This is an optimization exercise on Yosys and OpenROAD, whose aim is small area, a short achievable clock period and few clock cycles, not a production implementation.
RTL that was checked went through simulation tests only; none was proved equivalent to the original.
The RTL of run 1 was laid out without a check of its function.

==> flow/design.v, too long to show whole: its modules and the start of the top module <==
// module CONVCOR: 733 lines
// module CONVCOR_fa: 6 lines
// module CONVCOR_ha: 6 lines
module CONVCOR(
        clk,
        rst_n,
        in_valid,
        in_a,
        in_b,
        in_mode,
        out_valid,
        out
);
  // ...
==> flow/flow/run.sh <==
#!/bin/bash
# Standard ORFS layout, with repair_timing aiming for extra setup slack so the
# layout is sized for a shorter period than the 12 ns constraint.
set -euo pipefail
bash standard.sh SETUP_SLACK_MARGIN=8.7 finish > flow_standard.log 2>&1
==> flow/standard.sh <==
#!/bin/bash
# synth_recipe.tcl (not shown) runs the flow's synth.tcl, then flattens the netlist and writes it again
# the make line also repeats each setting of config.mk as NAME=value (left out here)
make -C /OpenROAD-flow-scripts/flow DESIGN_CONFIG=/design/flow/config.mk WORK_HOME=/design/flow/orfs CLKGATE_MAP_FILE= SYNTH_SCRIPT=/design/flow/synth_recipe.tcl "${@:-finish}"
==> flow/config.mk <==
export PLATFORM = sky130hd
export DESIGN_NAME = CONVCOR
export DESIGN_NICKNAME = CONVCOR
export VERILOG_FILES = /design/flow/design.v
export SDC_FILE = /design/flow/constraint.sdc
export NUM_CORES = 4
export LEC_CHECK = 0
export CAP_MARGIN = 20
export CORE_MARGIN = 2
export CORE_UTILIZATION = 40
export SLEW_MARGIN = 20
export SYNTH_HIERARCHICAL = 1
==> flow/constraint.sdc <==
create_clock -name core_clock -period 12.0 [get_ports {clk}]
set_input_delay 2.4000 -clock core_clock [delete_from_list [all_inputs] [get_ports {clk}]]
set_output_delay 2.4000 -clock core_clock [all_outputs]
set_load 0.01 [all_outputs]
==> impl_metrics.tcl, run 1 <==
set metrics [dict create \
    worst_slew_margin_rel_pct 32.1 \
    timing.rr.start "xa[13]" \
    yosys.area.top_type "fa_1" \
    number_of_antenna_violations_at_the_first_check_in_global_routing 0 \
    synth_warnings 7 \
    critical_path_cell_count 1 \
    netlist_top_cells_area "fa_1 (30%), dfxtp_1 (21%), edfxtp_1 (18%)" \
    count_of_final_max_slew_check_failures 0 \
    layout.non_clock_inverters 71 \
    met2WireLength_um 17900 \
    design.seq.count 267 \
    nClkBuffers 42 \
    outcome "timing/DRC/antenna clean" \
    floorplan.initialDensity_pct 40.6 \
    synth-simple-area-share_pct 13.6 \
    dp_hpwl_um 24600 \
    cts.root.buffer_cell "clkbuf_16" \
    finalInstanceArea_um2 18800 \
    detailed_place.area_um2 17300 \
    min_delay_worst_endpoint "acc2" \
    synth.area.mux_share_pct 0.264 \
    port-buffer-count 72 \
    rows 73 \
    fraction_of_registers_with_async_set_reset_pct 0 \
    regToRegSetupSlack_ns 8.78 \
    tightestPinTransition_ns 1.01 \
    syn_nets 1692 \
    final.setup.worst_slack_ns 8.58 \
]
==> module CONVCOR, before the edit <==
module CONVCOR(
        clk,
        rst_n,
        in_valid,
        in_a,
        in_b,
        in_mode,
        out_valid,
        out
);
input              clk;
input              rst_n;
input              in_valid;
input      [15:0]  in_a;
input      [15:0]  in_b;
input              in_mode;
output reg         out_valid;
output reg [35:0]  out;
reg [15:0] a0, a1, a2, b0, b1, b2;
reg [3:0]  st;      
reg        mode;
wire        start    = (st == 4'd0) & in_valid;
wire        cur_mode = (st == 4'd0) ? in_mode : mode;
wire [15:0] in_bx    = {in_b[15:8], in_b[7:0] ^ {8{~cur_mode}}};
reg [3:0] st_n;
always @(*) begin
    if (!rst_n)
        st_n = 4'd0;
    else if (st == 4'd0)
        st_n = in_valid ? 4'd1 : 4'd0;
    else if ((mode && st == 4'd3) || st == 4'd9)
        st_n = 4'd0;
    else
        st_n = st + 4'd1;
end
always @(posedge clk) begin
    st <= st_n;
    if (start) mode <= in_mode;
    if (start) begin a0 <= in_a; b0 <= in_bx; end
    if (st == 4'd1) begin a1 <= in_a; b1 <= in_bx; end
    if (st == 4'd2) begin a2 <= in_a; b2 <= in_bx; end
end
reg [3:0] la, lb;     
reg       acc_n, ov_n;
always @(*) begin
    la = 4'b0001; lb = 4'b0001; acc_n = 1'b0; ov_n = 1'b0;
    if (st == 4'd0) begin
        ov_n = in_valid & ~in_mode;
    end else if (mode) begin
        case (st)
            4'd1: begin la = 4'b0001; lb = 4'b0001; acc_n = 1'b1; end
            4'd2: begin la = 4'b0001; lb = 4'b0001; acc_n = 1'b1; ov_n = 1'b1; end
            default: ;
        endcase
    end else begin
        case (st)
            4'd1: begin la = 4'b0001; lb = 4'b0010; end
            4'd2: begin la = 4'b0010; lb = 4'b0100; acc_n = 1'b1; ov_n = 1'b1; end
            4'd3: begin la = 4'b0010; lb = 4'b1000; end
            4'd4: begin la = 4'b0100; lb = 4'b0100; acc_n = 1'b1; end
            4'd5: begin la = 4'b1000; lb = 4'b0010; acc_n = 1'b1; ov_n = 1'b1; end
            4'd6: begin la = 4'b0100; lb = 4'b1000; end
            4'd7: begin la = 4'b1000; lb = 4'b0100; acc_n = 1'b1; ov_n = 1'b1; end
            4'd8: begin la = 4'b1000; lb = 4'b1000; ov_n = 1'b1; end
            default: ;
        endcase
    end
end
reg [15:0] xa, xb;
reg        acc, ov, m0;      
reg        acc2, ov2;        
always @(posedge clk) begin
    acc2 <= acc;
    ov2  <= ov & rst_n;
    xa  <= ({16{la[0]}} & in_a) | ({16{la[1]}} & a0) | ({16{la[2]}} & a1) | ({16{la[3]}} & a2);
    xb  <= ({16{lb[0]}} & in_bx) | ({16{lb[1]}} & b0) | ({16{lb[2]}} & b1) | ({16{lb[3]}} & b2);
    acc <= acc_n;
    ov  <= ov_n & rst_n;
    m0  <= ~cur_mode;
end
wire [7:0] ar = xa[15:8];
wire [7:0] ai = xa[7:0];
wire [7:0] br = xb[15:8];
wire [7:0] bx = xb[7:0];    
wire [7:0] by = ~bx;        
wire [7:0] cr = ai & {8{m0}};     
wire [7:0] ci = ar & {8{~m0}};    
wire [17:0] acc_r = out[35:18] & {18{acc2}};
wire [17:0] acc_i = out[17:0]  & {18{acc2}};
wire tra_1, tra_2;
CONVCOR_fa u_tra_1 (.a(~(ar[0] & br[6])), .b(~(ar[1] & br[5])), .c(~(ar[2] & br[4])), .s(tra_1), .co(tra_2));
wire tra_3, tra_4;
CONVCOR_fa u_tra_3 (.a((ar[0] & br[7])), .b(~(ar[1] & br[6])), .c(~(ar[2] & br[5])), .s(tra_3), .co(tra_4));
wire tra_5, tra_6;
CONVCOR_fa u_tra_5 (.a(~(ar[3] & br[4])), .b(~(ar[4] & br[3])), .c(~(ar[5] & br[2])), .s(tra_5), .co(tra_6));
wire tra_7, tra_8;
CONVCOR_fa u_tra_7 (.a(~(ar[6] & br[1])), .b((ar[7] & br[0])), .c((ai[0] & bx[7])), .s(tra_7), .co(tra_8));
wire tra_9, tra_10;
CONVCOR_fa u_tra_9 (.a((ar[1] & br[7])), .b(~(ar[2] & br[6])), .c(~(ar[3] & br[5])), .s(tra_9), .co(tra_10));
wire tra_11, tra_12;
CONVCOR_fa u_tra_11 (.a(~(ar[4] & br[4])), .b(~(ar[5] & br[3])), .c(~(ar[6] & br[2])), .s(tra_11), .co(tra_12));
wire tra_13 = ~((ar[7] & br[1]) ^ (ai[1] & bx[7]));
wire tra_14 = (ar[7] & br[1]) | (ai[1] & bx[7]);
wire tra_15, tra_16;
CONVCOR_fa u_tra_15 (.a((ar[2] & br[7])), .b(~(ar[3] & br[6])), .c(~(ar[4] & br[5])), .s(tra_15), .co(tra_16));
wire tra_17, tra_18;
CONVCOR_fa u_tra_17 (.a(~(ar[0] & br[4])), .b(~(ar[1] & br[3])), .c(~(ar[2] & br[2])), .s(tra_17), .co(tra_18));
wire tra_19, tra_20;
CONVCOR_fa u_tra_19 (.a(~(ar[0] & br[5])), .b(~(ar[1] & br[4])), .c(~(ar[2] & br[3])), .s(tra_19), .co(tra_20));
wire tra_21, tra_22;
CONVCOR_fa u_tra_21 (.a(~(ar[3] & br[2])), .b(~(ar[4] & br[1])), .c(~(ar[5] & br[0])), .s(tra_21), .co(tra_22));
wire tra_23 = ~(~(ai[0] & bx[5]) ^ ~(ai[1] & bx[4]));
wire tra_24 = ~(ai[0] & bx[5]) | ~(ai[1] & bx[4]);
wire tra_25, tra_26;
CONVCOR_fa u_tra_25 (.a(~(ar[3] & br[3])), .b(~(ar[4] & br[2])), .c(~(ar[5] & br[1])), .s(tra_25), .co(tra_26));
wire tra_27, tra_28;
CONVCOR_fa u_tra_27 (.a(~(ar[6] & br[0])), .b(~(ai[0] & bx[6])), .c(~(ai[1] & bx[5])), .s(tra_27), .co(tra_28));
wire tra_29, tra_30;
CONVCOR_fa u_tra_29 (.a(~(ai[2] & bx[4])), .b(~(ai[3] & bx[3])), .c(~(ai[4] & bx[2])), .s(tra_29), .co(tra_30));
wire tra_31 = ~(~(ai[5] & bx[1]) ^ ~(ai[6] & bx[0]));
wire tra_32 = ~(ai[5] & bx[1]) | ~(ai[6] & bx[0]);
wire tra_33, tra_34;
CONVCOR_fa u_tra_33 (.a(~(ai[1] & bx[6])), .b(~(ai[2] & bx[5])), .c(~(ai[3] & bx[4])), .s(tra_33), .co(tra_34));
wire tra_35, tra_36;
CONVCOR_fa u_tra_35 (.a(~(ai[4] & bx[3])), .b(~(ai[5] & bx[2])), .c(~(ai[6] & bx[1])), .s(tra_35), .co(tra_36));
wire tra_37, tra_38;
CONVCOR_ha u_tra_37 (.a((ai[7] & bx[0])), .b(cr[7]), .s(tra_37), .co(tra_38));
wire tra_39, tra_40;
CONVCOR_fa u_tra_39 (.a(tra_3), .b(tra_5), .c(tra_7), .s(tra_39), .co(tra_40));
wire tra_41, tra_42;
CONVCOR_fa u_tra_41 (.a(~(ai[2] & bx[6])), .b(~(ai[3] & bx[5])), .c(~(ai[4] & bx[4])), .s(tra_41), .co(tra_42));
wire tra_43, tra_44;
CONVCOR_fa u_tra_43 (.a(~(ai[5] & bx[3])), .b(~(ai[6] & bx[2])), .c((ai[7] & bx[1])), .s(tra_43), .co(tra_44));
wire tra_45, tra_46;
CONVCOR_ha u_tra_45 (.a(tra_9), .b(tra_11), .s(tra_45), .co(tra_46));
wire tra_47, tra_48;
CONVCOR_fa u_tra_47 (.a(tra_13), .b(tra_4), .c(tra_6), .s(tra_47), .co(tra_48));
wire tra_49, tra_50;
CONVCOR_fa u_tra_49 (.a(~(ar[5] & br[4])), .b(~(ar[6] & br[3])), .c((ar[7] & br[2])), .s(tra_49), .co(tra_50));
wire tra_51, tra_52;
CONVCOR_fa u_tra_51 (.a((ai[2] & bx[7])), .b(~(ai[3] & bx[6])), .c(~(ai[4] & bx[5])), .s(tra_51), .co(tra_52));
wire tra_53, tra_54;
CONVCOR_fa u_tra_53 (.a(~(ai[5] & bx[4])), .b(~(ai[6] & bx[3])), .c((ai[7] & bx[2])), .s(tra_53), .co(tra_54));
wire tra_55, tra_56;
CONVCOR_fa u_tra_55 (.a(tra_15), .b(tra_10), .c(tra_12), .s(tra_55), .co(tra_56));
wire tra_57, tra_58;
CONVCOR_fa u_tra_57 (.a((ar[3] & br[7])), .b(~(ar[4] & br[6])), .c(~(ar[5] & br[5])), .s(tra_57), .co(tra_58));
wire tra_59, tra_60;
CONVCOR_fa u_tra_59 (.a(~(ar[6] & br[4])), .b((ar[7] & br[3])), .c((ai[3] & bx[7])), .s(tra_59), .co(tra_60));
wire tra_61, tra_62;
CONVCOR_fa u_tra_61 (.a(~(ai[4] & bx[6])), .b(~(ai[5] & bx[5])), .c(~(ai[6] & bx[4])), .s(tra_61), .co(tra_62));
wire tra_63, tra_64;
CONVCOR_fa u_tra_63 (.a((ar[4] & br[7])), .b(~(ar[5] & br[6])), .c(~(ar[6] & br[5])), .s(tra_63), .co(tra_64));
wire tra_65 = ~(~(ar[0] & br[2]) ^ ~(ar[1] & br[1]));
wire tra_66 = ~(ar[0] & br[2]) | ~(ar[1] & br[1]);
wire tra_67, tra_68;
CONVCOR_fa u_tra_67 (.a(~(ar[0] & br[3])), .b(~(ar[1] & br[2])), .c(~(ar[2] & br[1])), .s(tra_67), .co(tra_68));
wire tra_69, tra_70;
CONVCOR_fa u_tra_69 (.a(~(ar[3] & br[0])), .b(~(ai[0] & bx[3])), .c(~(ai[1] & bx[2])), .s(tra_69), .co(tra_70));
wire tra_71, tra_72;
CONVCOR_fa u_tra_71 (.a(~(ar[3] & br[1])), .b(~(ar[4] & br[0])), .c(~(ai[0] & bx[4])), .s(tra_71), .co(tra_72));
wire tra_73, tra_74;
CONVCOR_fa u_tra_73 (.a(~(ai[1] & bx[3])), .b(~(ai[2] & bx[2])), .c(~(ai[3] & bx[1])), .s(tra_73), .co(tra_74));
wire tra_75 = ~(~(ai[4] & bx[0]) ^ ~cr[4]);
wire tra_76 = ~(ai[4] & bx[0]) | ~cr[4];
wire tra_77, tra_78;
CONVCOR_fa u_tra_77 (.a(~(ai[2] & bx[3])), .b(~(ai[3] & bx[2])), .c(~(ai[4] & bx[1])), .s(tra_77), .co(tra_78));
wire tra_79, tra_80;
CONVCOR_fa u_tra_79 (.a(~(ai[5] & bx[0])), .b(~cr[5]), .c(tra_19), .s(tra_79), .co(tra_80));
wire tra_81, tra_82;
CONVCOR_fa u_tra_81 (.a(tra_21), .b(tra_23), .c(tra_18), .s(tra_81), .co(tra_82));
wire tra_83, tra_84;
CONVCOR_fa u_tra_83 (.a(~cr[6]), .b(tra_1), .c(tra_25), .s(tra_83), .co(tra_84));
wire tra_85, tra_86;
CONVCOR_fa u_tra_85 (.a(tra_27), .b(tra_29), .c(tra_31), .s(tra_85), .co(tra_86));
wire tra_87, tra_88;
CONVCOR_fa u_tra_87 (.a(tra_20), .b(tra_22), .c(tra_24), .s(tra_87), .co(tra_88));
wire tra_89, tra_90;
CONVCOR_fa u_tra_89 (.a(tra_2), .b(tra_33), .c(tra_35), .s(tra_89), .co(tra_90));
wire tra_91, tra_92;
CONVCOR_fa u_tra_91 (.a(tra_37), .b(tra_26), .c(tra_28), .s(tra_91), .co(tra_92));
wire tra_93, tra_94;
CONVCOR_fa u_tra_93 (.a(tra_30), .b(tra_32), .c(tra_39), .s(tra_93), .co(tra_94));
wire tra_95, tra_96;
CONVCOR_fa u_tra_95 (.a(tra_8), .b(tra_41), .c(tra_43), .s(tra_95), .co(tra_96));
wire tra_97, tra_98;
CONVCOR_fa u_tra_97 (.a(tra_34), .b(tra_36), .c(tra_38), .s(tra_97), .co(tra_98));
wire tra_99, tra_100;
CONVCOR_fa u_tra_99 (.a(tra_45), .b(tra_47), .c(tra_40), .s(tra_99), .co(tra_100));
wire tra_101, tra_102;
CONVCOR_fa u_tra_101 (.a(tra_14), .b(tra_49), .c(tra_51), .s(tra_101), .co(tra_102));
wire tra_103, tra_104;
CONVCOR_fa u_tra_103 (.a(tra_53), .b(tra_42), .c(tra_44), .s(tra_103), .co(tra_104));
wire tra_105, tra_106;
CONVCOR_fa u_tra_105 (.a(tra_55), .b(tra_46), .c(tra_48), .s(tra_105), .co(tra_106));
wire tra_107, tra_108;
CONVCOR_fa u_tra_107 (.a((ai[7] & bx[3])), .b(tra_16), .c(tra_57), .s(tra_107), .co(tra_108));
wire tra_109, tra_110;
CONVCOR_fa u_tra_109 (.a(tra_59), .b(tra_61), .c(tra_50), .s(tra_109), .co(tra_110));
wire tra_111, tra_112;
CONVCOR_fa u_tra_111 (.a(tra_52), .b(tra_54), .c(tra_56), .s(tra_111), .co(tra_112));
wire tra_113, tra_114;
CONVCOR_fa u_tra_113 (.a((ar[7] & br[4])), .b((ai[4] & bx[7])), .c(~(ai[5] & bx[6])), .s(tra_113), .co(tra_114));
wire tra_115, tra_116;
CONVCOR_fa u_tra_115 (.a(~(ai[6] & bx[5])), .b((ai[7] & bx[4])), .c(tra_63), .s(tra_115), .co(tra_116));
wire tra_117, tra_118;
CONVCOR_fa u_tra_117 (.a(tra_58), .b(tra_60), .c(tra_62), .s(tra_117), .co(tra_118));
wire tra_119, tra_120;
CONVCOR_fa u_tra_119 (.a((ar[5] & br[7])), .b(~(ar[6] & br[6])), .c((ar[7] & br[5])), .s(tra_119), .co(tra_120));
wire tra_121, tra_122;
CONVCOR_fa u_tra_121 (.a((ai[5] & bx[7])), .b(~(ai[6] & bx[6])), .c((ai[7] & bx[5])), .s(tra_121), .co(tra_122));
wire tra_123 = ~(~(ar[0] & br[1]) ^ ~(ar[1] & br[0]));
wire tra_124 = ~(ar[0] & br[1]) | ~(ar[1] & br[0]);
wire tra_125, tra_126;
CONVCOR_fa u_tra_125 (.a(~(ar[2] & br[0])), .b(~(ai[0] & bx[2])), .c(~(ai[1] & bx[1])), .s(tra_125), .co(tra_126));
wire tra_127 = ~(~(ai[2] & bx[0]) ^ ~cr[2]);
wire tra_128 = ~(ai[2] & bx[0]) | ~cr[2];
wire tra_129, tra_130;
CONVCOR_fa u_tra_129 (.a(~(ai[2] & bx[1])), .b(~(ai[3] & bx[0])), .c(~cr[3]), .s(tra_129), .co(tra_130));
wire tra_131, tra_132;
CONVCOR_fa u_tra_131 (.a(tra_67), .b(tra_69), .c(tra_66), .s(tra_131), .co(tra_132));
wire tra_133, tra_134;
CONVCOR_fa u_tra_133 (.a(tra_17), .b(tra_71), .c(tra_73), .s(tra_133), .co(tra_134));
wire tra_135, tra_136;
CONVCOR_fa u_tra_135 (.a(tra_75), .b(tra_68), .c(tra_70), .s(tra_135), .co(tra_136));
wire tra_137, tra_138;
CONVCOR_fa u_tra_137 (.a(tra_77), .b(tra_72), .c(tra_74), .s(tra_137), .co(tra_138));
wire tra_139, tra_140;
CONVCOR_fa u_tra_139 (.a(tra_76), .b(tra_79), .c(tra_81), .s(tra_139), .co(tra_140));
wire tra_141, tra_142;
CONVCOR_fa u_tra_141 (.a(tra_78), .b(tra_83), .c(tra_85), .s(tra_141), .co(tra_142));
wire tra_143, tra_144;
CONVCOR_fa u_tra_143 (.a(tra_87), .b(tra_80), .c(tra_82), .s(tra_143), .co(tra_144));
wire tra_145, tra_146;
CONVCOR_fa u_tra_145 (.a(tra_89), .b(tra_91), .c(tra_84), .s(tra_145), .co(tra_146));
wire tra_147, tra_148;
CONVCOR_fa u_tra_147 (.a(tra_86), .b(tra_88), .c(tra_93), .s(tra_147), .co(tra_148));
wire tra_149, tra_150;
CONVCOR_fa u_tra_149 (.a(tra_95), .b(tra_97), .c(tra_90), .s(tra_149), .co(tra_150));
wire tra_151, tra_152;
CONVCOR_fa u_tra_151 (.a(tra_92), .b(tra_99), .c(tra_94), .s(tra_151), .co(tra_152));
wire tra_153, tra_154;
CONVCOR_fa u_tra_153 (.a(tra_101), .b(tra_103), .c(tra_96), .s(tra_153), .co(tra_154));
wire tra_155, tra_156;
CONVCOR_fa u_tra_155 (.a(tra_98), .b(tra_105), .c(tra_100), .s(tra_155), .co(tra_156));
wire tra_157, tra_158;
CONVCOR_fa u_tra_157 (.a(tra_107), .b(tra_109), .c(tra_102), .s(tra_157), .co(tra_158));
wire tra_159, tra_160;
CONVCOR_fa u_tra_159 (.a(tra_104), .b(tra_111), .c(tra_106), .s(tra_159), .co(tra_160));
wire tra_161, tra_162;
CONVCOR_fa u_tra_161 (.a(tra_113), .b(tra_115), .c(tra_117), .s(tra_161), .co(tra_162));
wire tra_163, tra_164;
CONVCOR_fa u_tra_163 (.a(tra_108), .b(tra_110), .c(tra_112), .s(tra_163), .co(tra_164));
wire tra_165, tra_166;
CONVCOR_fa u_tra_165 (.a(tra_64), .b(tra_119), .c(tra_121), .s(tra_165), .co(tra_166));
wire tra_167, tra_168;
CONVCOR_fa u_tra_167 (.a(tra_114), .b(tra_116), .c(tra_118), .s(tra_167), .co(tra_168));
wire tra_169, tra_170;
CONVCOR_fa u_tra_169 (.a((ar[6] & br[7])), .b((ar[7] & br[6])), .c((ai[6] & bx[7])), .s(tra_169), .co(tra_170));
wire tra_171, tra_172;
CONVCOR_fa u_tra_171 (.a((ai[7] & bx[6])), .b(tra_120), .c(tra_122), .s(tra_171), .co(tra_172));
wire tra_173 = ~(~(ai[0] & bx[1]) ^ ~(ai[1] & bx[0]));
wire tra_174 = ~(ai[0] & bx[1]) | ~(ai[1] & bx[0]);
wire tra_175, tra_176;
CONVCOR_fa u_tra_175 (.a(tra_65), .b(tra_125), .c(tra_127), .s(tra_175), .co(tra_176));
wire tra_177, tra_178;
CONVCOR_fa u_tra_177 (.a(tra_129), .b(tra_126), .c(tra_128), .s(tra_177), .co(tra_178));
wire tra_179, tra_180;
CONVCOR_fa u_tra_179 (.a(tra_130), .b(tra_133), .c(tra_135), .s(tra_179), .co(tra_180));
wire tra_181, tra_182;
CONVCOR_fa u_tra_181 (.a(tra_137), .b(tra_134), .c(tra_136), .s(tra_181), .co(tra_182));
wire tra_183, tra_184;
CONVCOR_fa u_tra_183 (.a(tra_138), .b(tra_141), .c(tra_143), .s(tra_183), .co(tra_184));
wire tra_185, tra_186;
CONVCOR_fa u_tra_185 (.a(tra_145), .b(tra_142), .c(tra_144), .s(tra_185), .co(tra_186));
wire tra_187, tra_188;
CONVCOR_fa u_tra_187 (.a(tra_149), .b(tra_146), .c(tra_151), .s(tra_187), .co(tra_188));
wire tra_189, tra_190;
CONVCOR_fa u_tra_189 (.a(tra_153), .b(tra_150), .c(tra_155), .s(tra_189), .co(tra_190));
wire tra_191, tra_192;
CONVCOR_fa u_tra_191 (.a(tra_157), .b(tra_154), .c(tra_159), .s(tra_191), .co(tra_192));
wire tra_193, tra_194;
CONVCOR_fa u_tra_193 (.a(tra_161), .b(tra_158), .c(tra_163), .s(tra_193), .co(tra_194));
wire tra_195, tra_196;
CONVCOR_fa u_tra_195 (.a(tra_165), .b(tra_167), .c(tra_162), .s(tra_195), .co(tra_196));
wire tra_197, tra_198;
CONVCOR_fa u_tra_197 (.a(tra_169), .b(tra_171), .c(tra_166), .s(tra_197), .co(tra_198));
wire tra_199, tra_200;
CONVCOR_fa u_tra_199 (.a(~(ar[7] & br[7])), .b(~(ai[7] & bx[7])), .c(tra_170), .s(tra_199), .co(tra_200));
reg tr_p0_0, tr_p0_1, tr_p0_2, tr_p1_0, tr_p1_1, tr_p1_2, tr_p2_0, tr_p2_1, tr_p2_2, tr_p3_0, tr_p3_1, tr_p3_2, tr_p4_0, tr_p4_1, tr_p4_2, tr_p5_0, tr_p5_1, tr_p5_2, tr_p6_0, tr_p6_1, tr_p6_2, tr_p7_0, tr_p7_1, tr_p7_2, tr_p8_0, tr_p8_1, tr_p8_2, tr_p9_0, tr_p9_1, tr_p9_2, tr_p10_0, tr_p10_1, tr_p10_2, tr_p11_0, tr_p11_1, tr_p11_2, tr_p12_0, tr_p12_1, tr_p12_2, tr_p13_0, tr_p13_1, tr_p13_2, tr_p14_0, tr_p14_1, tr_p14_2, tr_p15_0;
always @(posedge clk) begin
    tr_p0_0 <= ~(ar[0] & br[0]);
    tr_p0_1 <= ~(ai[0] & bx[0]);
    tr_p0_2 <= ~cr[0];
    tr_p1_0 <= ~cr[1];
    tr_p1_1 <= tra_123;
    tr_p1_2 <= tra_173;
    tr_p2_0 <= tra_124;
    tr_p2_1 <= tra_175;
    tr_p2_2 <= tra_174;
    tr_p3_0 <= tra_131;
    tr_p3_1 <= tra_177;
    tr_p3_2 <= tra_176;
    tr_p4_0 <= tra_132;
    tr_p4_1 <= tra_179;
    tr_p4_2 <= tra_178;
    tr_p5_0 <= tra_139;
    tr_p5_1 <= tra_181;
    tr_p5_2 <= tra_180;
    tr_p6_0 <= tra_140;
    tr_p6_1 <= tra_183;
    tr_p6_2 <= tra_182;
    tr_p7_0 <= tra_147;
    tr_p7_1 <= tra_185;
    tr_p7_2 <= tra_184;
    tr_p8_0 <= tra_148;
    tr_p8_1 <= tra_187;
    tr_p8_2 <= tra_186;
    tr_p9_0 <= tra_152;
    tr_p9_1 <= tra_189;
    tr_p9_2 <= tra_188;
    tr_p10_0 <= tra_156;
    tr_p10_1 <= tra_191;
    tr_p10_2 <= tra_190;
    tr_p11_0 <= tra_160;
    tr_p11_1 <= tra_193;
    tr_p11_2 <= tra_192;
    tr_p12_0 <= tra_164;
    tr_p12_1 <= tra_195;
    tr_p12_2 <= tra_194;
    tr_p13_0 <= tra_168;
    tr_p13_1 <= tra_197;
    tr_p13_2 <= tra_196;
    tr_p14_0 <= tra_172;
    tr_p14_1 <= tra_199;
    tr_p14_2 <= tra_198;
    tr_p15_0 <= tra_200;
end
wire trb_1 = ~(tr_p0_0 ^ tr_p0_1);
wire trb_2 = tr_p0_0 | tr_p0_1;
wire trb_3, trb_4;
CONVCOR_fa u_trb_3 (.a(tr_p1_0), .b(tr_p1_1), .c(tr_p1_2), .s(trb_3), .co(trb_4));
wire trb_5, trb_6;
CONVCOR_fa u_trb_5 (.a(tr_p2_0), .b(tr_p2_1), .c(tr_p2_2), .s(trb_5), .co(trb_6));
wire trb_7, trb_8;
CONVCOR_fa u_trb_7 (.a(tr_p3_0), .b(tr_p3_1), .c(tr_p3_2), .s(trb_7), .co(trb_8));
wire trb_9, trb_10;
CONVCOR_fa u_trb_9 (.a(tr_p4_0), .b(tr_p4_1), .c(tr_p4_2), .s(trb_9), .co(trb_10));
wire trb_11, trb_12;
CONVCOR_fa u_trb_11 (.a(tr_p5_0), .b(tr_p5_1), .c(tr_p5_2), .s(trb_11), .co(trb_12));
wire trb_13, trb_14;
CONVCOR_fa u_trb_13 (.a(tr_p6_0), .b(tr_p6_1), .c(tr_p6_2), .s(trb_13), .co(trb_14));
wire trb_15, trb_16;
CONVCOR_fa u_trb_15 (.a(tr_p7_0), .b(tr_p7_1), .c(tr_p7_2), .s(trb_15), .co(trb_16));
wire trb_17, trb_18;
CONVCOR_fa u_trb_17 (.a(tr_p8_0), .b(tr_p8_1), .c(tr_p8_2), .s(trb_17), .co(trb_18));
wire trb_19, trb_20;
CONVCOR_fa u_trb_19 (.a(tr_p9_0), .b(tr_p9_1), .c(tr_p9_2), .s(trb_19), .co(trb_20));
wire trb_21, trb_22;
CONVCOR_fa u_trb_21 (.a(tr_p10_0), .b(tr_p10_1), .c(tr_p10_2), .s(trb_21), .co(trb_22));
wire trb_23, trb_24;
CONVCOR_fa u_trb_23 (.a(tr_p11_0), .b(tr_p11_1), .c(tr_p11_2), .s(trb_23), .co(trb_24));
wire trb_25, trb_26;
CONVCOR_fa u_trb_25 (.a(tr_p12_0), .b(tr_p12_1), .c(tr_p12_2), .s(trb_25), .co(trb_26));
wire trb_27, trb_28;
CONVCOR_fa u_trb_27 (.a(tr_p13_0), .b(tr_p13_1), .c(tr_p13_2), .s(trb_27), .co(trb_28));
wire trb_29, trb_30;
CONVCOR_fa u_trb_29 (.a(tr_p14_0), .b(tr_p14_1), .c(tr_p14_2), .s(trb_29), .co(trb_30));
wire trb_31 = ~(tr_p0_2 ^ ~acc_r[0]);
wire trb_32 = tr_p0_2 | ~acc_r[0];
wire trb_33, trb_34;
CONVCOR_fa u_trb_33 (.a(~acc_r[1]), .b(trb_3), .c(trb_2), .s(trb_33), .co(trb_34));
wire trb_35, trb_36;
CONVCOR_fa u_trb_35 (.a(~acc_r[2]), .b(trb_5), .c(trb_4), .s(trb_35), .co(trb_36));
wire trb_37, trb_38;
CONVCOR_fa u_trb_37 (.a(~acc_r[3]), .b(trb_7), .c(trb_6), .s(trb_37), .co(trb_38));
wire trb_39, trb_40;
CONVCOR_fa u_trb_39 (.a(~acc_r[4]), .b(trb_9), .c(trb_8), .s(trb_39), .co(trb_40));
wire trb_41, trb_42;
CONVCOR_fa u_trb_41 (.a(~acc_r[5]), .b(trb_11), .c(trb_10), .s(trb_41), .co(trb_42));
wire trb_43, trb_44;
CONVCOR_fa u_trb_43 (.a(~acc_r[6]), .b(trb_13), .c(trb_12), .s(trb_43), .co(trb_44));
wire trb_45, trb_46;
CONVCOR_fa u_trb_45 (.a(~acc_r[7]), .b(trb_15), .c(trb_14), .s(trb_45), .co(trb_46));
wire trb_47, trb_48;
CONVCOR_fa u_trb_47 (.a(~acc_r[8]), .b(trb_17), .c(trb_16), .s(trb_47), .co(trb_48));
wire trb_49, trb_50;
CONVCOR_fa u_trb_49 (.a(~acc_r[9]), .b(trb_19), .c(trb_18), .s(trb_49), .co(trb_50));
wire trb_51, trb_52;
CONVCOR_fa u_trb_51 (.a(~acc_r[10]), .b(trb_21), .c(trb_20), .s(trb_51), .co(trb_52));
wire trb_53, trb_54;
CONVCOR_fa u_trb_53 (.a(~acc_r[11]), .b(trb_23), .c(trb_22), .s(trb_53), .co(trb_54));
wire trb_55, trb_56;
CONVCOR_fa u_trb_55 (.a(~acc_r[12]), .b(trb_25), .c(trb_24), .s(trb_55), .co(trb_56));
wire trb_57, trb_58;
CONVCOR_fa u_trb_57 (.a(~acc_r[13]), .b(trb_27), .c(trb_26), .s(trb_57), .co(trb_58));
wire trb_59, trb_60;
CONVCOR_fa u_trb_59 (.a(~acc_r[14]), .b(trb_29), .c(trb_28), .s(trb_59), .co(trb_60));
wire trb_61, trb_62;
CONVCOR_fa u_trb_61 (.a(tr_p15_0), .b(~acc_r[15]), .c(trb_30), .s(trb_61), .co(trb_62));
wire trb_63 = ~(~acc_r[16]);
wire trb_64 = ~acc_r[16];
wire trb_65 = ~(~acc_r[17]);
wire trb_66 = ~acc_r[17];
wire [17:0] nr_x = {trb_65, trb_63, trb_61, trb_59, trb_57, trb_55, trb_53, trb_51, trb_49, trb_47, trb_45, trb_43, trb_41, trb_39, trb_37, trb_35, trb_33, trb_1};
wire [17:0] nr_y = {trb_64, trb_62, trb_60, trb_58, trb_56, trb_54, trb_52, trb_50, trb_48, trb_46, trb_44, trb_42, trb_40, trb_38, trb_36, trb_34, trb_32, trb_31};
wire [17:0] nr = ~(nr_x + nr_y + 18'd1);    
wire tia_1, tia_2;
CONVCOR_fa u_tia_1 (.a(~(ai[0] & br[6])), .b(~(ai[1] & br[5])), .c(~(ai[2] & br[4])), .s(tia_1), .co(tia_2));
wire tia_3, tia_4;
CONVCOR_fa u_tia_3 (.a((ai[0] & br[7])), .b(~(ai[1] & br[6])), .c(~(ai[2] & br[5])), .s(tia_3), .co(tia_4));
wire tia_5, tia_6;
CONVCOR_fa u_tia_5 (.a(~(ai[3] & br[4])), .b(~(ai[4] & br[3])), .c(~(ai[5] & br[2])), .s(tia_5), .co(tia_6));
wire tia_7, tia_8;
CONVCOR_fa u_tia_7 (.a(~(ai[6] & br[1])), .b((ai[7] & br[0])), .c((ar[0] & by[7])), .s(tia_7), .co(tia_8));
wire tia_9, tia_10;
CONVCOR_fa u_tia_9 (.a((ai[1] & br[7])), .b(~(ai[2] & br[6])), .c(~(ai[3] & br[5])), .s(tia_9), .co(tia_10));
wire tia_11, tia_12;
CONVCOR_fa u_tia_11 (.a(~(ai[4] & br[4])), .b(~(ai[5] & br[3])), .c(~(ai[6] & br[2])), .s(tia_11), .co(tia_12));
wire tia_13 = ~((ai[7] & br[1]) ^ (ar[1] & by[7]));
wire tia_14 = (ai[7] & br[1]) | (ar[1] & by[7]);
wire tia_15, tia_16;
CONVCOR_fa u_tia_15 (.a((ai[2] & br[7])), .b(~(ai[3] & br[6])), .c(~(ai[4] & br[5])), .s(tia_15), .co(tia_16));
wire tia_17, tia_18;
CONVCOR_fa u_tia_17 (.a(~(ai[0] & br[4])), .b(~(ai[1] & br[3])), .c(~(ai[2] & br[2])), .s(tia_17), .co(tia_18));
wire tia_19, tia_20;
CONVCOR_fa u_tia_19 (.a(~(ai[0] & br[5])), .b(~(ai[1] & br[4])), .c(~(ai[2] & br[3])), .s(tia_19), .co(tia_20));
wire tia_21, tia_22;
CONVCOR_fa u_tia_21 (.a(~(ai[3] & br[2])), .b(~(ai[4] & br[1])), .c(~(ai[5] & br[0])), .s(tia_21), .co(tia_22));
wire tia_23 = ~(~(ar[0] & by[5]) ^ ~(ar[1] & by[4]));
wire tia_24 = ~(ar[0] & by[5]) | ~(ar[1] & by[4]);
wire tia_25, tia_26;
CONVCOR_fa u_tia_25 (.a(~(ai[3] & br[3])), .b(~(ai[4] & br[2])), .c(~(ai[5] & br[1])), .s(tia_25), .co(tia_26));
wire tia_27, tia_28;
CONVCOR_fa u_tia_27 (.a(~(ai[6] & br[0])), .b(~(ar[0] & by[6])), .c(~(ar[1] & by[5])), .s(tia_27), .co(tia_28));
wire tia_29, tia_30;
CONVCOR_fa u_tia_29 (.a(~(ar[2] & by[4])), .b(~(ar[3] & by[3])), .c(~(ar[4] & by[2])), .s(tia_29), .co(tia_30));
wire tia_31 = ~(~(ar[5] & by[1]) ^ ~(ar[6] & by[0]));
wire tia_32 = ~(ar[5] & by[1]) | ~(ar[6] & by[0]);
wire tia_33, tia_34;
CONVCOR_fa u_tia_33 (.a(~(ar[1] & by[6])), .b(~(ar[2] & by[5])), .c(~(ar[3] & by[4])), .s(tia_33), .co(tia_34));
wire tia_35, tia_36;
CONVCOR_fa u_tia_35 (.a(~(ar[4] & by[3])), .b(~(ar[5] & by[2])), .c(~(ar[6] & by[1])), .s(tia_35), .co(tia_36));
wire tia_37, tia_38;
CONVCOR_ha u_tia_37 (.a((ar[7] & by[0])), .b(ci[7]), .s(tia_37), .co(tia_38));
wire tia_39, tia_40;
CONVCOR_fa u_tia_39 (.a(tia_3), .b(tia_5), .c(tia_7), .s(tia_39), .co(tia_40));
wire tia_41, tia_42;
CONVCOR_fa u_tia_41 (.a(~(ar[2] & by[6])), .b(~(ar[3] & by[5])), .c(~(ar[4] & by[4])), .s(tia_41), .co(tia_42));
wire tia_43, tia_44;
CONVCOR_fa u_tia_43 (.a(~(ar[5] & by[3])), .b(~(ar[6] & by[2])), .c((ar[7] & by[1])), .s(tia_43), .co(tia_44));
wire tia_45, tia_46;
CONVCOR_ha u_tia_45 (.a(tia_9), .b(tia_11), .s(tia_45), .co(tia_46));
wire tia_47, tia_48;
CONVCOR_fa u_tia_47 (.a(tia_13), .b(tia_4), .c(tia_6), .s(tia_47), .co(tia_48));
wire tia_49, tia_50;
CONVCOR_fa u_tia_49 (.a(~(ai[5] & br[4])), .b(~(ai[6] & br[3])), .c((ai[7] & br[2])), .s(tia_49), .co(tia_50));
wire tia_51, tia_52;
CONVCOR_fa u_tia_51 (.a((ar[2] & by[7])), .b(~(ar[3] & by[6])), .c(~(ar[4] & by[5])), .s(tia_51), .co(tia_52));
wire tia_53, tia_54;
CONVCOR_fa u_tia_53 (.a(~(ar[5] & by[4])), .b(~(ar[6] & by[3])), .c((ar[7] & by[2])), .s(tia_53), .co(tia_54));
wire tia_55, tia_56;
CONVCOR_fa u_tia_55 (.a(tia_15), .b(tia_10), .c(tia_12), .s(tia_55), .co(tia_56));
wire tia_57, tia_58;
CONVCOR_fa u_tia_57 (.a((ai[3] & br[7])), .b(~(ai[4] & br[6])), .c(~(ai[5] & br[5])), .s(tia_57), .co(tia_58));
wire tia_59, tia_60;
CONVCOR_fa u_tia_59 (.a(~(ai[6] & br[4])), .b((ai[7] & br[3])), .c((ar[3] & by[7])), .s(tia_59), .co(tia_60));
wire tia_61, tia_62;
CONVCOR_fa u_tia_61 (.a(~(ar[4] & by[6])), .b(~(ar[5] & by[5])), .c(~(ar[6] & by[4])), .s(tia_61), .co(tia_62));
wire tia_63, tia_64;
CONVCOR_fa u_tia_63 (.a((ai[4] & br[7])), .b(~(ai[5] & br[6])), .c(~(ai[6] & br[5])), .s(tia_63), .co(tia_64));
wire tia_65 = ~(~(ai[0] & br[2]) ^ ~(ai[1] & br[1]));
wire tia_66 = ~(ai[0] & br[2]) | ~(ai[1] & br[1]);
wire tia_67, tia_68;
CONVCOR_fa u_tia_67 (.a(~(ai[0] & br[3])), .b(~(ai[1] & br[2])), .c(~(ai[2] & br[1])), .s(tia_67), .co(tia_68));
wire tia_69, tia_70;
CONVCOR_fa u_tia_69 (.a(~(ai[3] & br[0])), .b(~(ar[0] & by[3])), .c(~(ar[1] & by[2])), .s(tia_69), .co(tia_70));
wire tia_71, tia_72;
CONVCOR_fa u_tia_71 (.a(~(ai[3] & br[1])), .b(~(ai[4] & br[0])), .c(~(ar[0] & by[4])), .s(tia_71), .co(tia_72));
wire tia_73, tia_74;
CONVCOR_fa u_tia_73 (.a(~(ar[1] & by[3])), .b(~(ar[2] & by[2])), .c(~(ar[3] & by[1])), .s(tia_73), .co(tia_74));
wire tia_75 = ~(~(ar[4] & by[0]) ^ ~ci[4]);
wire tia_76 = ~(ar[4] & by[0]) | ~ci[4];
wire tia_77, tia_78;
CONVCOR_fa u_tia_77 (.a(~(ar[2] & by[3])), .b(~(ar[3] & by[2])), .c(~(ar[4] & by[1])), .s(tia_77), .co(tia_78));
wire tia_79, tia_80;
CONVCOR_fa u_tia_79 (.a(~(ar[5] & by[0])), .b(~ci[5]), .c(tia_19), .s(tia_79), .co(tia_80));
wire tia_81, tia_82;
CONVCOR_fa u_tia_81 (.a(tia_21), .b(tia_23), .c(tia_18), .s(tia_81), .co(tia_82));
wire tia_83, tia_84;
CONVCOR_fa u_tia_83 (.a(~ci[6]), .b(tia_1), .c(tia_25), .s(tia_83), .co(tia_84));
wire tia_85, tia_86;
CONVCOR_fa u_tia_85 (.a(tia_27), .b(tia_29), .c(tia_31), .s(tia_85), .co(tia_86));
wire tia_87, tia_88;
CONVCOR_fa u_tia_87 (.a(tia_20), .b(tia_22), .c(tia_24), .s(tia_87), .co(tia_88));
wire tia_89, tia_90;
CONVCOR_fa u_tia_89 (.a(tia_2), .b(tia_33), .c(tia_35), .s(tia_89), .co(tia_90));
wire tia_91, tia_92;
CONVCOR_fa u_tia_91 (.a(tia_37), .b(tia_26), .c(tia_28), .s(tia_91), .co(tia_92));
wire tia_93, tia_94;
CONVCOR_fa u_tia_93 (.a(tia_30), .b(tia_32), .c(tia_39), .s(tia_93), .co(tia_94));
wire tia_95, tia_96;
CONVCOR_fa u_tia_95 (.a(tia_8), .b(tia_41), .c(tia_43), .s(tia_95), .co(tia_96));
wire tia_97, tia_98;
CONVCOR_fa u_tia_97 (.a(tia_34), .b(tia_36), .c(tia_38), .s(tia_97), .co(tia_98));
wire tia_99, tia_100;
CONVCOR_fa u_tia_99 (.a(tia_45), .b(tia_47), .c(tia_40), .s(tia_99), .co(tia_100));
wire tia_101, tia_102;
CONVCOR_fa u_tia_101 (.a(tia_14), .b(tia_49), .c(tia_51), .s(tia_101), .co(tia_102));
wire tia_103, tia_104;
CONVCOR_fa u_tia_103 (.a(tia_53), .b(tia_42), .c(tia_44), .s(tia_103), .co(tia_104));
wire tia_105, tia_106;
CONVCOR_fa u_tia_105 (.a(tia_55), .b(tia_46), .c(tia_48), .s(tia_105), .co(tia_106));
wire tia_107, tia_108;
CONVCOR_fa u_tia_107 (.a((ar[7] & by[3])), .b(tia_16), .c(tia_57), .s(tia_107), .co(tia_108));
wire tia_109, tia_110;
CONVCOR_fa u_tia_109 (.a(tia_59), .b(tia_61), .c(tia_50), .s(tia_109), .co(tia_110));
wire tia_111, tia_112;
CONVCOR_fa u_tia_111 (.a(tia_52), .b(tia_54), .c(tia_56), .s(tia_111), .co(tia_112));
wire tia_113, tia_114;
CONVCOR_fa u_tia_113 (.a((ai[7] & br[4])), .b((ar[4] & by[7])), .c(~(ar[5] & by[6])), .s(tia_113), .co(tia_114));
wire tia_115, tia_116;
CONVCOR_fa u_tia_115 (.a(~(ar[6] & by[5])), .b((ar[7] & by[4])), .c(tia_63), .s(tia_115), .co(tia_116));
wire tia_117, tia_118;
CONVCOR_fa u_tia_117 (.a(tia_58), .b(tia_60), .c(tia_62), .s(tia_117), .co(tia_118));
wire tia_119, tia_120;
CONVCOR_fa u_tia_119 (.a((ai[5] & br[7])), .b(~(ai[6] & br[6])), .c((ai[7] & br[5])), .s(tia_119), .co(tia_120));
wire tia_121, tia_122;
CONVCOR_fa u_tia_121 (.a((ar[5] & by[7])), .b(~(ar[6] & by[6])), .c((ar[7] & by[5])), .s(tia_121), .co(tia_122));
wire tia_123 = ~(~(ai[0] & br[1]) ^ ~(ai[1] & br[0]));
wire tia_124 = ~(ai[0] & br[1]) | ~(ai[1] & br[0]);
wire tia_125, tia_126;
CONVCOR_fa u_tia_125 (.a(~(ai[2] & br[0])), .b(~(ar[0] & by[2])), .c(~(ar[1] & by[1])), .s(tia_125), .co(tia_126));
wire tia_127 = ~(~(ar[2] & by[0]) ^ ~ci[2]);
wire tia_128 = ~(ar[2] & by[0]) | ~ci[2];
wire tia_129, tia_130;
CONVCOR_fa u_tia_129 (.a(~(ar[2] & by[1])), .b(~(ar[3] & by[0])), .c(~ci[3]), .s(tia_129), .co(tia_130));
wire tia_131, tia_132;
CONVCOR_fa u_tia_131 (.a(tia_67), .b(tia_69), .c(tia_66), .s(tia_131), .co(tia_132));
wire tia_133, tia_134;
CONVCOR_fa u_tia_133 (.a(tia_17), .b(tia_71), .c(tia_73), .s(tia_133), .co(tia_134));
wire tia_135, tia_136;
CONVCOR_fa u_tia_135 (.a(tia_75), .b(tia_68), .c(tia_70), .s(tia_135), .co(tia_136));
wire tia_137, tia_138;
CONVCOR_fa u_tia_137 (.a(tia_77), .b(tia_72), .c(tia_74), .s(tia_137), .co(tia_138));
wire tia_139, tia_140;
CONVCOR_fa u_tia_139 (.a(tia_76), .b(tia_79), .c(tia_81), .s(tia_139), .co(tia_140));
wire tia_141, tia_142;
CONVCOR_fa u_tia_141 (.a(tia_78), .b(tia_83), .c(tia_85), .s(tia_141), .co(tia_142));
wire tia_143, tia_144;
CONVCOR_fa u_tia_143 (.a(tia_87), .b(tia_80), .c(tia_82), .s(tia_143), .co(tia_144));
wire tia_145, tia_146;
CONVCOR_fa u_tia_145 (.a(tia_89), .b(tia_91), .c(tia_84), .s(tia_145), .co(tia_146));
wire tia_147, tia_148;
CONVCOR_fa u_tia_147 (.a(tia_86), .b(tia_88), .c(tia_93), .s(tia_147), .co(tia_148));
wire tia_149, tia_150;
CONVCOR_fa u_tia_149 (.a(tia_95), .b(tia_97), .c(tia_90), .s(tia_149), .co(tia_150));
wire tia_151, tia_152;
CONVCOR_fa u_tia_151 (.a(tia_92), .b(tia_99), .c(tia_94), .s(tia_151), .co(tia_152));
wire tia_153, tia_154;
CONVCOR_fa u_tia_153 (.a(tia_101), .b(tia_103), .c(tia_96), .s(tia_153), .co(tia_154));
wire tia_155, tia_156;
CONVCOR_fa u_tia_155 (.a(tia_98), .b(tia_105), .c(tia_100), .s(tia_155), .co(tia_156));
wire tia_157, tia_158;
CONVCOR_fa u_tia_157 (.a(tia_107), .b(tia_109), .c(tia_102), .s(tia_157), .co(tia_158));
wire tia_159, tia_160;
CONVCOR_fa u_tia_159 (.a(tia_104), .b(tia_111), .c(tia_106), .s(tia_159), .co(tia_160));
wire tia_161, tia_162;
CONVCOR_fa u_tia_161 (.a(tia_113), .b(tia_115), .c(tia_117), .s(tia_161), .co(tia_162));
wire tia_163, tia_164;
CONVCOR_fa u_tia_163 (.a(tia_108), .b(tia_110), .c(tia_112), .s(tia_163), .co(tia_164));
wire tia_165, tia_166;
CONVCOR_fa u_tia_165 (.a(tia_64), .b(tia_119), .c(tia_121), .s(tia_165), .co(tia_166));
wire tia_167, tia_168;
CONVCOR_fa u_tia_167 (.a(tia_114), .b(tia_116), .c(tia_118), .s(tia_167), .co(tia_168));
wire tia_169, tia_170;
CONVCOR_fa u_tia_169 (.a((ai[6] & br[7])), .b((ai[7] & br[6])), .c((ar[6] & by[7])), .s(tia_169), .co(tia_170));
wire tia_171, tia_172;
CONVCOR_fa u_tia_171 (.a((ar[7] & by[6])), .b(tia_120), .c(tia_122), .s(tia_171), .co(tia_172));
wire tia_173 = ~(~(ar[0] & by[1]) ^ ~(ar[1] & by[0]));
wire tia_174 = ~(ar[0] & by[1]) | ~(ar[1] & by[0]);
wire tia_175, tia_176;
CONVCOR_fa u_tia_175 (.a(tia_65), .b(tia_125), .c(tia_127), .s(tia_175), .co(tia_176));
wire tia_177, tia_178;
CONVCOR_fa u_tia_177 (.a(tia_129), .b(tia_126), .c(tia_128), .s(tia_177), .co(tia_178));
wire tia_179, tia_180;
CONVCOR_fa u_tia_179 (.a(tia_130), .b(tia_133), .c(tia_135), .s(tia_179), .co(tia_180));
wire tia_181, tia_182;
CONVCOR_fa u_tia_181 (.a(tia_137), .b(tia_134), .c(tia_136), .s(tia_181), .co(tia_182));
wire tia_183, tia_184;
CONVCOR_fa u_tia_183 (.a(tia_138), .b(tia_141), .c(tia_143), .s(tia_183), .co(tia_184));
wire tia_185, tia_186;
CONVCOR_fa u_tia_185 (.a(tia_145), .b(tia_142), .c(tia_144), .s(tia_185), .co(tia_186));
wire tia_187, tia_188;
CONVCOR_fa u_tia_187 (.a(tia_149), .b(tia_146), .c(tia_151), .s(tia_187), .co(tia_188));
wire tia_189, tia_190;
CONVCOR_fa u_tia_189 (.a(tia_153), .b(tia_150), .c(tia_155), .s(tia_189), .co(tia_190));
wire tia_191, tia_192;
CONVCOR_fa u_tia_191 (.a(tia_157), .b(tia_154), .c(tia_159), .s(tia_191), .co(tia_192));
wire tia_193, tia_194;
CONVCOR_fa u_tia_193 (.a(tia_161), .b(tia_158), .c(tia_163), .s(tia_193), .co(tia_194));
wire tia_195, tia_196;
CONVCOR_fa u_tia_195 (.a(tia_165), .b(tia_167), .c(tia_162), .s(tia_195), .co(tia_196));
wire tia_197, tia_198;
CONVCOR_fa u_tia_197 (.a(tia_169), .b(tia_171), .c(tia_166), .s(tia_197), .co(tia_198));
wire tia_199, tia_200;
CONVCOR_fa u_tia_199 (.a(~(ai[7] & br[7])), .b(~(ar[7] & by[7])), .c(tia_170), .s(tia_199), .co(tia_200));
reg ti_p0_0, ti_p0_1, ti_p0_2, ti_p1_0, ti_p1_1, ti_p1_2, ti_p2_0, ti_p2_1, ti_p2_2, ti_p3_0, ti_p3_1, ti_p3_2, ti_p4_0, ti_p4_1, ti_p4_2, ti_p5_0, ti_p5_1, ti_p5_2, ti_p6_0, ti_p6_1, ti_p6_2, ti_p7_0, ti_p7_1, ti_p7_2, ti_p8_0, ti_p8_1, ti_p8_2, ti_p9_0, ti_p9_1, ti_p9_2, ti_p10_0, ti_p10_1, ti_p10_2, ti_p11_0, ti_p11_1, ti_p11_2, ti_p12_0, ti_p12_1, ti_p12_2, ti_p13_0, ti_p13_1, ti_p13_2, ti_p14_0, ti_p14_1, ti_p14_2, ti_p15_0;
always @(posedge clk) begin
    ti_p0_0 <= ~(ai[0] & br[0]);
    ti_p0_1 <= ~(ar[0] & by[0]);
    ti_p0_2 <= ~ci[0];
    ti_p1_0 <= ~ci[1];
    ti_p1_1 <= tia_123;
    ti_p1_2 <= tia_173;
    ti_p2_0 <= tia_124;
    ti_p2_1 <= tia_175;
    ti_p2_2 <= tia_174;
    ti_p3_0 <= tia_131;
    ti_p3_1 <= tia_177;
    ti_p3_2 <= tia_176;
    ti_p4_0 <= tia_132;
    ti_p4_1 <= tia_179;
    ti_p4_2 <= tia_178;
    ti_p5_0 <= tia_139;
    ti_p5_1 <= tia_181;
    ti_p5_2 <= tia_180;
    ti_p6_0 <= tia_140;
    ti_p6_1 <= tia_183;
    ti_p6_2 <= tia_182;
    ti_p7_0 <= tia_147;
    ti_p7_1 <= tia_185;
    ti_p7_2 <= tia_184;
    ti_p8_0 <= tia_148;
    ti_p8_1 <= tia_187;
    ti_p8_2 <= tia_186;
    ti_p9_0 <= tia_152;
    ti_p9_1 <= tia_189;
    ti_p9_2 <= tia_188;
    ti_p10_0 <= tia_156;
    ti_p10_1 <= tia_191;
    ti_p10_2 <= tia_190;
    ti_p11_0 <= tia_160;
    ti_p11_1 <= tia_193;
    ti_p11_2 <= tia_192;
    ti_p12_0 <= tia_164;
    ti_p12_1 <= tia_195;
    ti_p12_2 <= tia_194;
    ti_p13_0 <= tia_168;
    ti_p13_1 <= tia_197;
    ti_p13_2 <= tia_196;
    ti_p14_0 <= tia_172;
    ti_p14_1 <= tia_199;
    ti_p14_2 <= tia_198;
    ti_p15_0 <= tia_200;
end
wire tib_1 = ~(ti_p0_0 ^ ti_p0_1);
wire tib_2 = ti_p0_0 | ti_p0_1;
wire tib_3, tib_4;
CONVCOR_fa u_tib_3 (.a(ti_p1_0), .b(ti_p1_1), .c(ti_p1_2), .s(tib_3), .co(tib_4));
wire tib_5, tib_6;
CONVCOR_fa u_tib_5 (.a(ti_p2_0), .b(ti_p2_1), .c(ti_p2_2), .s(tib_5), .co(tib_6));
wire tib_7, tib_8;
CONVCOR_fa u_tib_7 (.a(ti_p3_0), .b(ti_p3_1), .c(ti_p3_2), .s(tib_7), .co(tib_8));
wire tib_9, tib_10;
CONVCOR_fa u_tib_9 (.a(ti_p4_0), .b(ti_p4_1), .c(ti_p4_2), .s(tib_9), .co(tib_10));
wire tib_11, tib_12;
CONVCOR_fa u_tib_11 (.a(ti_p5_0), .b(ti_p5_1), .c(ti_p5_2), .s(tib_11), .co(tib_12));
wire tib_13, tib_14;
CONVCOR_fa u_tib_13 (.a(ti_p6_0), .b(ti_p6_1), .c(ti_p6_2), .s(tib_13), .co(tib_14));
wire tib_15, tib_16;
CONVCOR_fa u_tib_15 (.a(ti_p7_0), .b(ti_p7_1), .c(ti_p7_2), .s(tib_15), .co(tib_16));
wire tib_17, tib_18;
CONVCOR_fa u_tib_17 (.a(ti_p8_0), .b(ti_p8_1), .c(ti_p8_2), .s(tib_17), .co(tib_18));
wire tib_19, tib_20;
CONVCOR_fa u_tib_19 (.a(ti_p9_0), .b(ti_p9_1), .c(ti_p9_2), .s(tib_19), .co(tib_20));
wire tib_21, tib_22;
CONVCOR_fa u_tib_21 (.a(ti_p10_0), .b(ti_p10_1), .c(ti_p10_2), .s(tib_21), .co(tib_22));
wire tib_23, tib_24;
CONVCOR_fa u_tib_23 (.a(ti_p11_0), .b(ti_p11_1), .c(ti_p11_2), .s(tib_23), .co(tib_24));
wire tib_25, tib_26;
CONVCOR_fa u_tib_25 (.a(ti_p12_0), .b(ti_p12_1), .c(ti_p12_2), .s(tib_25), .co(tib_26));
wire tib_27, tib_28;
CONVCOR_fa u_tib_27 (.a(ti_p13_0), .b(ti_p13_1), .c(ti_p13_2), .s(tib_27), .co(tib_28));
wire tib_29, tib_30;
CONVCOR_fa u_tib_29 (.a(ti_p14_0), .b(ti_p14_1), .c(ti_p14_2), .s(tib_29), .co(tib_30));
wire tib_31 = ~(ti_p0_2 ^ ~acc_i[0]);
wire tib_32 = ti_p0_2 | ~acc_i[0];
wire tib_33, tib_34;
CONVCOR_fa u_tib_33 (.a(~acc_i[1]), .b(tib_3), .c(tib_2), .s(tib_33), .co(tib_34));
wire tib_35, tib_36;
CONVCOR_fa u_tib_35 (.a(~acc_i[2]), .b(tib_5), .c(tib_4), .s(tib_35), .co(tib_36));
wire tib_37, tib_38;
CONVCOR_fa u_tib_37 (.a(~acc_i[3]), .b(tib_7), .c(tib_6), .s(tib_37), .co(tib_38));
wire tib_39, tib_40;
CONVCOR_fa u_tib_39 (.a(~acc_i[4]), .b(tib_9), .c(tib_8), .s(tib_39), .co(tib_40));
wire tib_41, tib_42;
CONVCOR_fa u_tib_41 (.a(~acc_i[5]), .b(tib_11), .c(tib_10), .s(tib_41), .co(tib_42));
wire tib_43, tib_44;
CONVCOR_fa u_tib_43 (.a(~acc_i[6]), .b(tib_13), .c(tib_12), .s(tib_43), .co(tib_44));
wire tib_45, tib_46;
CONVCOR_fa u_tib_45 (.a(~acc_i[7]), .b(tib_15), .c(tib_14), .s(tib_45), .co(tib_46));
wire tib_47, tib_48;
CONVCOR_fa u_tib_47 (.a(~acc_i[8]), .b(tib_17), .c(tib_16), .s(tib_47), .co(tib_48));
wire tib_49, tib_50;
CONVCOR_fa u_tib_49 (.a(~acc_i[9]), .b(tib_19), .c(tib_18), .s(tib_49), .co(tib_50));
wire tib_51, tib_52;
CONVCOR_fa u_tib_51 (.a(~acc_i[10]), .b(tib_21), .c(tib_20), .s(tib_51), .co(tib_52));
wire tib_53, tib_54;
CONVCOR_fa u_tib_53 (.a(~acc_i[11]), .b(tib_23), .c(tib_22), .s(tib_53), .co(tib_54));
wire tib_55, tib_56;
CONVCOR_fa u_tib_55 (.a(~acc_i[12]), .b(tib_25), .c(tib_24), .s(tib_55), .co(tib_56));
wire tib_57, tib_58;
CONVCOR_fa u_tib_57 (.a(~acc_i[13]), .b(tib_27), .c(tib_26), .s(tib_57), .co(tib_58));
wire tib_59, tib_60;
CONVCOR_fa u_tib_59 (.a(~acc_i[14]), .b(tib_29), .c(tib_28), .s(tib_59), .co(tib_60));
wire tib_61, tib_62;
CONVCOR_fa u_tib_61 (.a(ti_p15_0), .b(~acc_i[15]), .c(tib_30), .s(tib_61), .co(tib_62));
wire tib_63 = ~(~acc_i[16]);
wire tib_64 = ~acc_i[16];
wire tib_65 = ~(~acc_i[17]);
wire tib_66 = ~acc_i[17];
wire [17:0] ni_x = {tib_65, tib_63, tib_61, tib_59, tib_57, tib_55, tib_53, tib_51, tib_49, tib_47, tib_45, tib_43, tib_41, tib_39, tib_37, tib_35, tib_33, tib_1};
wire [17:0] ni_y = {tib_64, tib_62, tib_60, tib_58, tib_56, tib_54, tib_52, tib_50, tib_48, tib_46, tib_44, tib_42, tib_40, tib_38, tib_36, tib_34, tib_32, tib_31};
wire [17:0] ni = ~(ni_x + ni_y + 18'd1);    
always @(posedge clk) begin
    if (!rst_n)
        out_valid <= 1'b0;
    else
        out_valid <= ov2;
    out <= {nr, ni};
end
endmodule
==> inputs of run 2 (changes only) <==
--- a/flow/design.v
+++ b/flow/design.v
@@ -16,10 +16,9 @@
 input              in_mode;
 output reg         out_valid;
 output reg [35:0]  out;
-reg [15:0] a0, a1, a2, b0, b1, b2;
+reg [15:0] xa, ra1, ra2, xb, rb1, rb2;
 reg [3:0]  st;      
 reg        mode;
-wire        start    = (st == 4'd0) & in_valid;
 wire        cur_mode = (st == 4'd0) ? in_mode : mode;
 wire [15:0] in_bx    = {in_b[15:8], in_b[7:0] ^ {8{~cur_mode}}};
 reg [3:0] st_n;
@@ -33,47 +32,45 @@
     else
         st_n = st + 4'd1;
 end
+wire s0 = (st == 4'd0), s1 = (st == 4'd1), s2 = (st == 4'd2), s3 = (st == 4'd3);
+wire s4 = (st == 4'd4), s5 = (st == 4'd5), s6 = (st == 4'd6), s7 = (st == 4'd7);
+wire s8 = (st == 4'd8);
+wire xa_pins = s0 | (mode & (s1 | s2));
+wire xa_ra2  = ~mode & (s2 | s4 | s5 | s6 | s7);
+wire xb_pins = s0 | s1 | (mode & s2);
+wire xb_rb2  = ~mode & (s2 | s3 | s4 | s7 | s8);
+wire xb_rb1  = ~mode & s5;
 always @(posedge clk) begin
     st <= st_n;
-    if (start) mode <= in_mode;
-    if (start) begin a0 <= in_a; b0 <= in_bx; end
-    if (st == 4'd1) begin a1 <= in_a; b1 <= in_bx; end
-    if (st == 4'd2) begin a2 <= in_a; b2 <= in_bx; end
+    if (s0 & in_valid) mode <= in_mode;
+    if (xa_pins)     xa <= in_a;
+    else if (xa_ra2) xa <= ra2;
+    if (~s3) ra1 <= xa;
+    if (~s3) ra2 <= (s1 | s2) ? in_a : ra1;
+    if (xb_pins)     xb <= in_bx;
+    else if (xb_rb2) xb <= rb2;
+    else if (xb_rb1) xb <= rb1;
+    if (s2) rb1 <= in_bx;
+    if (~(s5 | s6)) rb2 <= xb;
 end
-reg [3:0] la, lb;     
-reg       acc_n, ov_n;
+reg acc_n, ov_n;
 always @(*) begin
-    la = 4'b0001; lb = 4'b0001; acc_n = 1'b0; ov_n = 1'b0;
-    if (st == 4'd0) begin
+    acc_n = 1'b0; ov_n = 1'b0;
+    if (s0)
         ov_n = in_valid & ~in_mode;
-    end else if (mode) begin
-        case (st)
-            4'd1: begin la = 4'b0001; lb = 4'b0001; acc_n = 1'b1; end
-            4'd2: begin la = 4'b0001; lb = 4'b0001; acc_n = 1'b1; ov_n = 1'b1; end
-            default: ;
-        endcase
+    else if (mode) begin
+        acc_n = s1 | s2;
+        ov_n  = s2;
     end else begin
-        case (st)
-            4'd1: begin la = 4'b0001; lb = 4'b0010; end
-            4'd2: begin la = 4'b0010; lb = 4'b0100; acc_n = 1'b1; ov_n = 1'b1; end
-            4'd3: begin la = 4'b0010; lb = 4'b1000; end
-            4'd4: begin la = 4'b0100; lb = 4'b0100; acc_n = 1'b1; end
-            4'd5: begin la = 4'b1000; lb = 4'b0010; acc_n = 1'b1; ov_n = 1'b1; end
-            4'd6: begin la = 4'b0100; lb = 4'b1000; end
-            4'd7: begin la = 4'b1000; lb = 4'b0100; acc_n = 1'b1; ov_n = 1'b1; end
-            4'd8: begin la = 4'b1000; lb = 4'b1000; ov_n = 1'b1; end
-            default: ;
-        endcase
+        acc_n = s2 | s4 | s5 | s7;
+        ov_n  = s2 | s5 | s7 | s8;
     end
 end
-reg [15:0] xa, xb;
 reg        acc, ov, m0;      
 reg        acc2, ov2;        
 always @(posedge clk) begin
     acc2 <= acc;
     ov2  <= ov & rst_n;
-    xa  <= ({16{la[0]}} & in_a) | ({16{la[1]}} & a0) | ({16{la[2]}} & a1) | ({16{la[3]}} & a2);
-    xb  <= ({16{lb[0]}} & in_bx) | ({16{lb[1]}} & b0) | ({16{lb[2]}} & b1) | ({16{lb[3]}} & b2);
     acc <= acc_n;
     ov  <= ov_n & rst_n;
     m0  <= ~cur_mode;
==> flow/flow/run.sh (replaced) <==
#!/bin/bash
# Standard ORFS layout, with repair_timing aiming for extra setup slack so the
# layout is sized for a shorter period than the 12 ns constraint, plain
# buffers on the ports, and no dummy clock-tree loads.
set -euo pipefail
bash standard.sh SETUP_SLACK_MARGIN=8.7 \
  "BUFFER_PORTS_ARGS=-buffer_cell sky130_fd_sc_hd__buf_1" \
  "CTS_ARGS=-sink_clustering_enable -repair_clock_nets -dont_use_dummy_load" \
  finish > flow_standard.log 2>&1
==> run 2 against run 1 <==
Clock-buffer cell count decreased by 14. First-iteration DRC count fell by 21%. Critical path type unchanged.
==> impl_metrics.tcl, run 2 <==
set metrics [dict create \
    outcome "timing/DRC/antenna clean" \
    netlist_top_cells_area "fa_1 (31%), edfxtp_1 (19%), dfxtp_1 (18%)" \
    area_delta_synth_final_pct 18.2 \
    netlist_instances 1269 \
    fmax_mhz 295 \
    yosysMostFrequentCell "fa_1" \
    tightestPinTransition_ns 1.10 \
    syn_nets 1607 \
    antenna_cells 0 \
    fin_setup_tns_ns 0 \
    yosys.area.top_type "fa_1" \
    globalRouteOverflowTotal 0 \
    finalSetupViolCount 0 \
    timing.critical_path.from_type "flop" \
    synth-seq-area-share_pct 37.0 \
    clock_path_buffers 3 \
    port-buffer-count 72 \
    final_nets 1768 \
    dp_hpwl_um 23000 \
    min_delay_worst_endpoint "acc2" \
    crit_end_category "output port" \
    largest_register_ffs 36 \
    synth-seq-cells 235 \
    layout_common_cells "fa_1 (235), nand2_1 (199), dfxtp_1 (100), buf_4 (99), edfxtp_1 (97)" \
    synth.avg_cell_area_um2 12.1 \
    crit_path_max_incr_delay_ns 0.32 \
    worst-endpoint-required_ns 9.60 \
    regToRegSetupSlack_ns 8.68 \
    count_of_final_max_slew_check_failures 0 \
    post_synthesis_cell_area_um2 15300 \
    cts.root.buffer_cell "clkbuf_16" \
    pin_count 73 \
    min_period_ns 3.39 \
    post_synth_most_frequent_cells "fa_1 (240), nand2_1 (204), dfxtp_1 (138)" \
    numClockSinks 235 \
    routed-via-count 9865 \
    cts_tree "yes" \
    layout_commonest_cell "fa_1" \
    grt_max_degree 37 \
    floorplan.initialDensity_pct 40.7 \
    grt_setup_unrepaired "yes" \
    total_buffers_and_inverters_traversed_by_the_critical_path 1 \
    synth_warnings 7 \
    cts-buffers-inserted 28 \
    worst_slew_margin_rel_pct 26.8 \
    layout-drive-gt1-share_pct 19.3 \
    timing.rr.start "xa[12]" \
    largest_register "out" \
    fin_worst_skew_ns 0.0627 \
    number_of_antenna_violations_at_the_first_check_in_global_routing 1 \
    post_synth_edffs 97 \
    fraction_of_registers_with_async_set_reset_pct 0 \
    rows 71 \
    gp_congestion 0.830 \
    timing.critical_path.max_delay_family "flip-flops" \
    first_pass_grt_wire_length_um 56400 \
    timing.final.hold_violations 0 \
    detail_route.wirelength_um 35600 \
    timing.hold.worst.class "flop to flop" \
    cp_cell_sequence "buf_6" \
    post-route-drc-count 0 \
    reg2reg_end "tr_p9_1" \
    drt_pass1_iterations 5 \
    cts-htree-levels 1 \
]
==> run 2: cell count changes in the layout (fill, tap and decap cells not counted), sizes merged, moves of 6 or more <==
cell and delta:
mux2 +32, dfxtp -32, buf +98, a222oi -32
nand2 -30, mux2i +15, clkbuf -13, clkdlybuf4s50 -35
clkinv -6, inv -10, nand2b -7, nand3 -7
==> run 2: what timing repair did <==
action,CTS,global route
hold buffers,0,0
endpoints found under the setup margin,58,57
setup buffers,87,18
pin swaps,2,21
hold endpoints to repair,0,0
gates cloned,0,2
resized for setup,113,31
==> run 2: how the worst max path moves through the flow <==
| stage | to | slack [ns] | depth (start not counted) | start |
|---|---|---|---|---|
| 2_1_floorplan | ti_p9_1 | 8.68 | 7 | xa[4] |
| 5_1_grt | out[12] | 8.57 | 1 | out[12] |
| 3_3_place_gp | xb[6] | 7.94 | 5 | in_mode |
| 3_5_place_dp | xb[5] | 8.23 | 5 | in_mode |
| 6_report | out[14] | 8.61 | 1 | out[14] |
| 4_1_cts | out[15] | 8.57 | 1 | out[15] |
==> run 2: cells by family (layout without fill, tap and decap cells) <==
logic type / after synthesis / in the layout / share of synthesized area, %
compound gates: 122 / 122 / 5.04
xor+xnor: 41 / 41 / 2.34
fa+ha+maj: 302 / 302 / 36.4
buf+inv: 116 / 275 / 2.91
flops: 235 / 235 / 37.0
mux: 50 / 50 / 3.53
simple gates: 403 / 403 / 12.7
==> run 2: stage by stage <==
stage	area (um2)	worst slack, ns	std cells	hold slack [ns]
finish	18100	8.61	1939	0.328
global route	18100	8.57	1939	0.339
CTS	17900	8.57	1919	0.330
detailed placement	16100	8.23	1804	0.317
global placement	16100	7.94	1803	0.319
floorplan	15300	8.68	1269	0.310
==> run 2: layer usage <==
layer  GRT usage (%)  up-vias  wire, um
li1                -     4437         -
met1            24.7     5103     15400
met3            2.77       53      1810
met5               0        -         0
met4            4.53        0       843
met2            31.4      272     17500
==> run 2: cell type report <==
| cell class | instances | area, um2 |
|---|---|---|
| inverter | 60 | 225 |
| tap | 511 | 639 |
| clock buffer | 28 | 701 |
| timing repair buffer | 187 | 1560 |
| fill | 3435 | 19500 |
| sequential | 235 | 5720 |
| multi-input combinational | 918 | 9280 |
==> run 2: modules after synthesis, one instance, submodules excluded <==
module	copies in the design	cells	area, um2	flip-flops and latches
CONVCOR_fa	238	1	20.0	0
CONVCOR	1	1027	10500	235
CONVCOR_ha	4	1	12.5	0
Testbench counts of run 2, summed over its fixed seeds: cycles 64,050.

## static timing again, ports no longer ideal
No port has a modelled driver above. Below, the same layouts with a new extraction and two added sets of constraints. Step 1: set_driving_cell puts a clkbuf_16 on clk and a buf_2 on each other input, an assumption about the parent block. Step 2, shift: input delay + t, output delay - t, t = (earliest + latest rising clock arrival at the registers) / 2. This alone moves slack from input paths to output paths. a / b / c = ideal ports / drivers / drivers and shift; a / b = the first two.
| run | shift t [ns] | slack for setup (ns) |
|---|---|---|
| run 1 | 0.619 | 8.581 / 8.529 / 8.174 |
| run 2 | 0.571 | 8.613 / 8.563 / 8.476 |
After both steps every run listed still meets setup and hold.
